Source: an optimization exercise on an open RTL-to-GDS flow (aim: small area, a short achievable clock period and few clock cycles). Production flows keep margins and buffers that such runs may drop.
Only simulation tests tie the RTL to the original design; equivalence was not proved.
No run shown here takes its clock network from TritonCTS; it comes from the design's own scripts or RTL.
The flow treats the clock pin as an ideal source. Dropping or thinning the clock tree relies on that and would not hold on a real chip.
Power and IR drop assume default switching activity.

==> flow/design.v <==
`timescale 1ns / 1ps
module bridge(
input clk,arvalid,res_n,
input [1:0]arburst,
input [3:0]arlen,
input [4:0]araddr,
output arready,
output reg [15:0]rdata,
output rresp,rlast,
input rready,
output rvalid,
output reg [2:0]PADDR,
input [15:0]PRDATA,
output PWRITE,PENABLE,PSEL1,PSEL2,PSEL3,PSEL4,
input PREADY
    );
    reg        full;         
    reg        ready;        
    reg [1:0]  sel;
    reg [2:0]  addr;         
    reg        incr;
    reg [3:0]  cnt;          
    reg        enable;       
    reg [3:0]  psel;
    wire       setup = (psel != 4'd0) & ~enable;    
    reg        tlast;        
    reg        valid;
    reg        rlast_q;
    reg        skid;
    reg [15:0] sdata;
    reg        slast;
    wire done   = enable & PREADY;              
    wire empty  = ~full;
    wire accept = arvalid & ready;
    wire idle   = (psel == 4'd0);
    wire issue  = full & ((idle & (~skid | rready)) |
                            (done & (~valid | (~skid & rready))));
    always @(posedge clk, negedge res_n)
      if (!res_n) begin
        full   <= 1'b0;
        ready  <= 1'b0;
        enable <= 1'b0;
        psel   <= 4'd0;
        valid  <= 1'b0;
        skid   <= 1'b0;
      end else begin
        if (accept) begin
          full  <= 1'b1;
          ready <= 1'b0;
        end else if (issue && cnt == 4'd0) begin
          full  <= 1'b0;
          ready <= 1'b1;
        end else
          ready <= ~full;
        enable <= setup | (enable & ~PREADY);
        psel <= ({4{issue}} & (4'd1 << sel)) | (psel & {4{~done}});
        valid <= skid | done | (valid & ~rready);
        skid  <= (skid | (done & valid)) & ~rready;
      end
    always @(posedge clk) begin
      if (empty) begin
        sel  <= araddr[4:3];
        addr <= araddr[2:0];
        incr <= (arburst == 2'b01);
        cnt  <= arlen;
      end else if (setup) begin
        if (incr)
          addr <= addr + 3'd1;
        cnt <= cnt - 4'd1;
      end
      if (~enable | PREADY) begin
        PADDR <= addr;
        tlast <= (cnt == 4'd0);
      end
      if (~valid | rready) begin
        rdata   <= skid ? sdata : PRDATA;
        rlast_q <= skid ? slast : tlast;
      end
      if (~skid) begin
        sdata <= PRDATA;
        slast <= tlast;
      end
    end
    assign arready = ready;
    assign PSEL1 = psel[0];
    assign PSEL2 = psel[1];
    assign PSEL3 = psel[2];
    assign PSEL4 = psel[3];
    assign PENABLE = enable;
    assign PWRITE = 1'b0;
    assign rvalid = valid;
    assign rresp = valid;
    assign rlast = rlast_q;
endmodule
==> flow/flow/run.sh <==
#!/bin/bash
set -euo pipefail
export BUFFER_PORTS_ARGS="-buffer_cell sky130_fd_sc_hd__buf_1"
export PRE_CTS_TCL="$PWD/flow/manclk.tcl"
bash standard.sh finish > flow_standard.log 2>&1
==> flow/flow/manclk.tcl <==
# Clock distribution in place of the CTS H-tree: the clock port drives
# nbuf clock buffers, each driving the register clock pins of one vertical
# slice of the core, placed at that slice's centroid.
proc man_clock {bufmaster nbuf} {
  set db [ord::get_db]
  set block [ord::get_db_block]
  set clknet [$block findNet clk]
  set master [$db findMaster $bufmaster]
  set sinks {}
  foreach it [$clknet getITerms] {
    set loc [[$it getInst] getLocation]
    lappend sinks [list [lindex $loc 0] [lindex $loc 1] $it]
  }
  set sinks [lsort -integer -index 0 $sinks]
  set n [llength $sinks]
  for {set b 0} {$b < $nbuf} {incr b} {
    set lo [expr {$b * $n / $nbuf}]
    set hi [expr {($b + 1) * $n / $nbuf - 1}]
    set inst [odb::dbInst_create $block $master clkbuf_root_$b]
    set net [odb::dbNet_create $block clknet_root_$b]
    $net setSigType CLOCK
    set sx 0; set sy 0; set k 0
    foreach s [lrange $sinks $lo $hi] {
      set it [lindex $s 2]
      set sx [expr {$sx + [lindex $s 0]}]; set sy [expr {$sy + [lindex $s 1]}]; incr k
      $it disconnect
      $it connect $net
    }
    [$inst findITerm A] connect $clknet
    [$inst findITerm X] connect $net
    $inst setLocation [expr {$sx / $k}] [expr {$sy / $k}]
    $inst setPlacementStatus PLACED
    puts "man_clock: $k sinks on clknet_root_$b"
  }
}

# Sourced by ORFS's cts.tcl just before its clock_tree_synthesis call:
# replace that call with the distribution above.
rename clock_tree_synthesis orfs_clock_tree_synthesis
proc clock_tree_synthesis {args} {
  man_clock sky130_fd_sc_hd__clkbuf_16 2
}
==> flow/standard.sh <==
#!/bin/bash
# synth_recipe.tcl (not shown) runs the flow's synth.tcl, then flattens the netlist and writes it again
# the make line also repeats each setting of config.mk as NAME=value (left out here)
make -C /OpenROAD-flow-scripts/flow DESIGN_CONFIG=/design/flow/config.mk WORK_HOME=/design/flow/orfs CLKGATE_MAP_FILE= SYNTH_SCRIPT=/design/flow/synth_recipe.tcl "${@:-finish}"
==> flow/config.mk <==
export PLATFORM = sky130hd
export DESIGN_NAME = bridge
export DESIGN_NICKNAME = bridge
export VERILOG_FILES = /design/flow/design.v
export SDC_FILE = /design/flow/constraint.sdc
export NUM_CORES = 4
export LEC_CHECK = 0
export CAP_MARGIN = 20
export CORE_MARGIN = 2
export CORE_UTILIZATION = 40
export PLACE_DENSITY = 0.6
export SETUP_SLACK_MARGIN = 3.2
export SLEW_MARGIN = 20
==> flow/constraint.sdc <==
create_clock -name core_clock -period 5.0 [get_ports {clk}]
set_input_delay 1.0000 -clock core_clock [delete_from_list [all_inputs] [get_ports {clk}]]
set_output_delay 1.0000 -clock core_clock [all_outputs]
set_load 0.01 [all_outputs]
==> results of run 1 <==
[synthesized netlist by cell type (2+ instances only)]
cell type / instances / area share, %
mux2_2: 19 / 10
buf_4: 3 / 1.1
a21oi_1: 5 / 1.2
dfxtp_1: 17 / 16
buf_2: 2 / 0.48
nor2_1: 5 / 0.90
nand2b_1: 4 / 1.2
xnor2_1: 3 / 1.3
nand2_1: 10 / 1.8
dfrtp_1: 9 / 11
inv_1: 2 / 0.36
edfxtp_1: 31 / 45
nand3b_1: 3 / 1.1
o21ai_0: 8 / 1.9
ha_1: 3 / 1.8
[flip-flops by register name, summed over array words and instances (netlist names), 2 cells and up]
name	flops
PADDR	3
sel	2
rdata	16
cnt	4
psel	4
sdata	16
addr	3
[power groups by stage]
stage	clock network, µW	logic, µW	registers (µW)
6_report	185	419	788
5_1_grt	203	470	810
4_1_cts	141	379	812
3_5_place_dp	0	366	808
3_3_place_gp	0	348	800
2_1_floorplan	0	234	810
[what timing repair did]
action,in CTS,in global routing
pin swaps,2,0
buffers inserted,1,6
setup endpoints to repair,24,7
resized for setup,5,4
hold buffers,0,0
[metal layers]
layer / vias up / routed length (µm)
met5: - / 0
met4: 0 / 20
met3: 2 / 202
met2: 46 / 1890
met1: 592 / 1530
li1: 606 / -
[logic make-up (layout without fill, tap and decap cells)]
group	count (synthesis)	in the layout	share of synthesized area (%)
compound gates	17	17	5.06
other cells	1	1	0.181
mux	19	19	10.3
flops	57	57	72.1
xor+xnor	3	3	1.27
simple gates	27	27	7.17
fa+ha+maj	3	3	1.81
buf+inv	8	71	2.11
[final timing paths]
kind                            cells after the start       end
worst min-delay path                                0  PADDR[1]
worst min register to register                      0  PADDR[1]
worst max-delay path                                1     PSEL4
worst max register to register                      4     ready
min in group asynchronous                           1      skid
max in group asynchronous                           1    enable
[layout make-up]
class / count / area [µm²]
plain buffers: 2 / 50.0
fillers: 446 / 2560
inverters: 3 / 11.3
multi-input cells: 70 / 557
flip-flops and latches: 57 / 1500
well taps: 70 / 87.6
repair buffers: 66 / 277
[per-stage QoR]
| step | power, µW | area (µm²) | utilization, % | setup slack, ns | instances |
|---|---|---|---|---|---|
| 2_1_floorplan | 1040 | 2080 | - | 3.34 | 135 |
| 3_3_place_gp | 1150 | 2350 | 46.7 | 3.08 | 259 |
| 3_5_place_dp | 1170 | 2350 | 46.7 | 3.03 | 259 |
| 4_1_cts | 1330 | 2430 | 48.2 | 3.21 | 262 |
| 5_1_grt | 1480 | 2480 | 49.2 | 3.20 | 268 |
| 6_report | 1390 | 2480 | 49.2 | 3.23 | 268 |
==> flow_summary.yaml, run 1 <==
synthesis:
  synth_area_um2: 2080
  synth_cell_type_count: 26
  yosysSeqAreaShare_pct: 72.1
  syn_inst: 135
  synth_fp_nets: 170
  yosys_most_used_dff: "edfxtp_1"
  syn_avg_cell_area_um2: 15.4
  ys_ff_latch: 57
  yosysWarnings: 1
  synth-async-reset-ratio_pct: 15.8
  synth_edf_count: 31
worst_setup_path:
  start_kind: "register"
  critPathArrivalTime_ns: 0.77
  cpMaxStageDelayCell: "dfrtp_1"
  cp_num_buf_inv: 1
  critPathRequiredTime_ns: 4.00
  worstSetupStartpoint: "psel[3]"
  path_class: "reg2out"
  end_kind: "output port"
  critPathMaxFanout: 3
  cp_slowest_stage_delay_ns: 0.44
  r2r_setup_slack_ns: 3.38
  path_delay_family: "flip-flops"
  rr_startpoint: "skid"
  path_cells: "buf_2"
flow_run:
  cap_violations: 0
sta:
  tightest_slew_ns: 0.822
  skew_ns: 0.00562
  whs_ns: 0.471
  max_slew_margin_pct: 45.2
  max_clock_freq_mhz: 565
  hold_violations: 0
  drv_slew: 0
  grt_setup_unrepaired: "true"
  period_needed_ns: 1.77
  finalSetupViolations: 0
  tns_ns: 0
  period_share_pct: 35.4
drt:
  wire_per_inst_um: 13.6
  drtIter0Drc: 39
  vias_per_cell: 4.65
  drc: 0
  detail-route-antenna-nets: 0
  dr.pass1.iters: 3
  drt-total-wl_mm: 3.65
  routed-via-count: 1246
place:
  globalplace.congestion: 0.894
  portBuffers: 59
  dpl.hpwl_mm: 2.66
min_path:
  min_from: "addr[1]"
  hp-class: "reg2reg"
grt:
  grt_max_degree: 30
  use_met3_pct: 1.54
  grt_use_total_pct: 12.3
  antenna_found_initial: 0
  grt_first_pass_wirelength_mm: 5.99
  grtUsageMet1_pct: 15.7
  grt_pass1_vias: 1254
  grt_busiest_layer: "met2"
  met2_usage_pct: 23.7
  grt_overflow_total: 0
die:
  num_rows: 26
  chipHeight_um: 76.0
  die_area_um2: 5780
  initial_core_util_pct: 41.2
  core_area_um2: 5040
  ios: 61
  die_w_um: 76.0
power:
  p_clk_share_pct: 13.3
  pwr-share-seq_pct: 56.6
  power_leakage_uw: 0.000908
  swShare_pct: 31.2
  power.internal_uw: 958
  ir_worst_vdd_mv: 0.277
  power_density_nw_per_um2: 561
  switchingPower_uw: 434
  p_comb_share_pct: 30.1
finish:
  drive_gt1_share_pct: 20.2
  nNetsFinal: 235
  mostFrequentLayoutCells: "buf_1 (57), edfxtp_1 (31), mux2_2 (19)"
  area_growth_pct: 19.5
  diodes: 0
  final_common_cell: "buf_1"
clock_tree:
  worst_setup_hold_path_clk_slew_ns: 0.10
  clk-insertion-delay-late_ns: 0.16
status:
  status: "timing/DRC/antenna clean"
Testbench counts, summed over its fixed seeds: cycles 7,352.
==> run 2: changes to the inputs <==
--- a/flow/flow/manclk.tcl
+++ b/flow/flow/manclk.tcl
@@ -40,3 +40,3 @@
 proc clock_tree_synthesis {args} {
-  man_clock sky130_fd_sc_hd__clkbuf_16 2
+  man_clock sky130_fd_sc_hd__clkbuf_8 3
 }
==> run 2 against run 1 <==
Against the previous run: largest cell class unchanged; register-to-register slack is essentially flat; combinational power is 4% lower; core utilization fell by 0.45 points.
==> flow_summary.yaml, run 2 <==
status:
  status: "timing/DRC/antenna clean"
power:
  power_density_nw_per_um2: 554
  p_clk_share_pct: 12.2
  p_comb_share_pct: 29.6
  pwr-share-seq_pct: 58.2
  swShare_pct: 31.6
  finalPower_uw: 1360
  power_leakage_uw: 0.000899
  switchingPower_uw: 431
  ir_worst_vdd_mv: 0.293
  power.internal_uw: 932
worst_setup_path:
  critPathRequiredTime_ns: 4.00
  cp_slowest_stage_delay_ns: 0.45
  r2r_setup_slack_ns: 3.38
  cpMaxStageDelayCell: "dfrtp_2"
  path_class: "reg2out"
  path_delay_family: "flip-flops"
  worstSetupStartpoint: "enable"
  path_cells: "buf_1"
  critPathArrivalTime_ns: 0.80
  rr_startpoint: "skid"
  cp_num_buf_inv: 1
  critPathMaxFanout: 7
  end_kind: "output port"
  start_kind: "register"
die:
  die_area_um2: 5780
  ios: 61
  num_rows: 26
  initial_core_util_pct: 41.2
  chipHeight_um: 76.0
  core_area_um2: 5040
  die_w_um: 76.0
drt:
  top_layer_used: "met4"
  detail-route-antenna-nets: 0
  dr.pass1.iters: 4
  dr_wl_met3_um: 192
  drtIter0Drc: 38
  drc: 0
  wl_met1_mm: 1.57
  dr_wl_met2_mm: 1.88
  vias_per_cell: 4.56
  routed-via-count: 1217
  drt-total-wl_mm: 3.68
  wire_per_inst_um: 13.8
synthesis:
  synth_fp_nets: 170
  synth_simple_gate_area_share_pct: 7.17
  synth_area_um2: 2080
  synth_compound_area_share_pct: 5.06
  ys_ff_latch: 57
  yosysTopAreaCell: "edfxtp_1"
  syn_avg_cell_area_um2: 15.4
  yosysWarnings: 1
  yosysSeqAreaShare_pct: 72.1
  yosysMostFrequentCell: "edfxtp_1"
  synth_top_cells_by_count: "edfxtp_1 (31), mux2_2 (19), dfxtp_1 (17)"
  syn_inst: 135
  synthXorXnorAreaFrac_pct: 1.27
  yosys_most_used_dff: "edfxtp_1"
  synth_top_cell_area_share_pct: 44.8
  synthMuxAreaShare_pct: 10.3
  synth-async-reset-ratio_pct: 15.8
  synth_top_family_by_area: "multiplexers"
  synth_cell_type_count: 26
  ys_top_cells_by_area: "edfxtp_1 (45%), dfxtp_1 (16%), dfrtp_1 (11%), mux2_2 (10%), o21ai_0 (1.9%)"
  yosys.area_share.adder_pct: 1.81
  synth_edf_count: 31
grt:
  grt_max_degree: 22
  grt_pass1_vias: 1251
  antenna_found_initial: 0
  grt_overflow_total: 0
  grt_use_total_pct: 12.4
  grt_first_pass_wirelength_mm: 6.00
finish:
  drive_gt1_share_pct: 20.3
  multi_input_area_um2: 557
  final_common_cell: "buf_1"
  top_regs: "rdata: 16 flops, sdata: 16 flops"
  area_growth_pct: 18.4
  design_area_um2: 2460
  diodes: 0
  ff_latch_area_um2: 1500
  nNetsFinal: 234
  fill_cells: 453
  mostFrequentLayoutCells: "buf_1 (56), edfxtp_1 (31), mux2_2 (19)"
min_path:
  hp-class: "reg2reg"
  min_from: "addr[1]"
sta:
  hold_violations: 0
  max_slew_margin_pct: 44.9
  tightest_slew_ns: 0.827
  max_clock_freq_mhz: 556
  tns_ns: 0
  finalSetupViolations: 0
  setup_slack_ns: 3.20
  period_needed_ns: 1.80
  grt_setup_unrepaired: "true"
  drv_slew: 0
  skew_ns: 0.0102
  period_share_pct: 35.9
  whs_ns: 0.465
clock_tree:
  worst_setup_hold_path_clk_slew_ns: 0.11
  cts_hold_buf: 0
  clk-insertion-delay-late_ns: 0.17
place:
  portBuffers: 59
  post-place-ws_ns: 3.03
  globalplace.congestion: 0.894
  dpl_cell_area_um2: 2350
  dpl.hpwl_mm: 2.66
flow_run:
  cap_violations: 0
run 2: area by class of cell:
cell class / instances / area share [%]
plain buffers: 3 / 1.68
inverters: 3 / 0.458
flip-flops and latches: 57 / 61.0
repair buffers: 64 / 10.7
multi-input cells: 70 / 22.6
well taps: 70 / 3.56
run 2: logic make-up after synthesis:
kind of cell    count (synthesis)
other cells                     1
compound gates                 17
fa+ha+maj                       3
mux                            19
simple gates                   27
buf+inv                         8
xor+xnor                        3
flops                          57
run 2: per-layer routing:
layer,vias to the layer above,GRT usage (%)
met5,-,0
met3,4,1.66
met2,40,23.8
li1,602,-
met4,0,1.09
met1,571,15.4
run 2: path summary, 6_finish.rpt:
path                                  to  cells after the start
worst max-delay path             PENABLE                      1
worst min-delay path            PADDR[1]                      0
worst max register to register     ready                      4
worst min register to register  PADDR[1]                      0
max in group asynchronous          valid                      1
min in group asynchronous           skid                      1
run 2: power groups by stage:
stage	combinational [µW]	clock, µW	sequential (µW)
4_1_cts	380	123	812
3_3_place_gp	348	0	800
3_5_place_dp	366	0	808
6_report	404	166	793
2_1_floorplan	234	0	810
5_1_grt	453	184	816
run 2: repair_timing:
action / CTS / global route
pin swaps: 2 / 0
endpoints found under the setup margin: 24 / 7
setup buffers: 1 / 4
gates resized for setup: 5 / 5
run 2: through the flow:
step	utilization (%)	instances
2_1_floorplan	-	135
3_3_place_gp	46.7	259
3_5_place_dp	46.7	259
4_1_cts	48.1	263
5_1_grt	48.8	267
6_report	48.8	267

-- re-timing with driven ports --
The results above use ideal ports. As a check the final layouts listed here were re-extracted and re-timed, cells and wires unchanged. Step 1 (the two cells are an assumption about what drives the block):
set clk [get_ports {clk}]
set_driving_cell -lib_cell sky130_fd_sc_hd__clkbuf_16 $clk
set_driving_cell -lib_cell sky130_fd_sc_hd__buf_2 [delete_from_list [all_inputs] $clk]
Step 2 also shifts input and output timing later by t, the mid clock arrival at the registers, as if the neighbouring blocks saw the same clock. Slacks: no drivers / after step 1 / after step 2; pairs: no drivers / after step 1.
| run | shift t [ns] | slack for setup (ns) | latest minus earliest clock arrival (ns) | pins driven straight from the clock port |
|---|---|---|---|---|
| run 1 | 0.206 | 3.230 / 3.186 / 3.170 | 0.006 / 0.006 | 2 |
| run 2 | 0.205 | 3.203 / 3.159 / 3.165 | 0.011 / 0.011 | 3 |
After both steps every run listed still meets setup and hold. For run 1, which loses most, drivers alone change the setup slack by -0.044 ns; drivers and shift together by -0.060 ns.
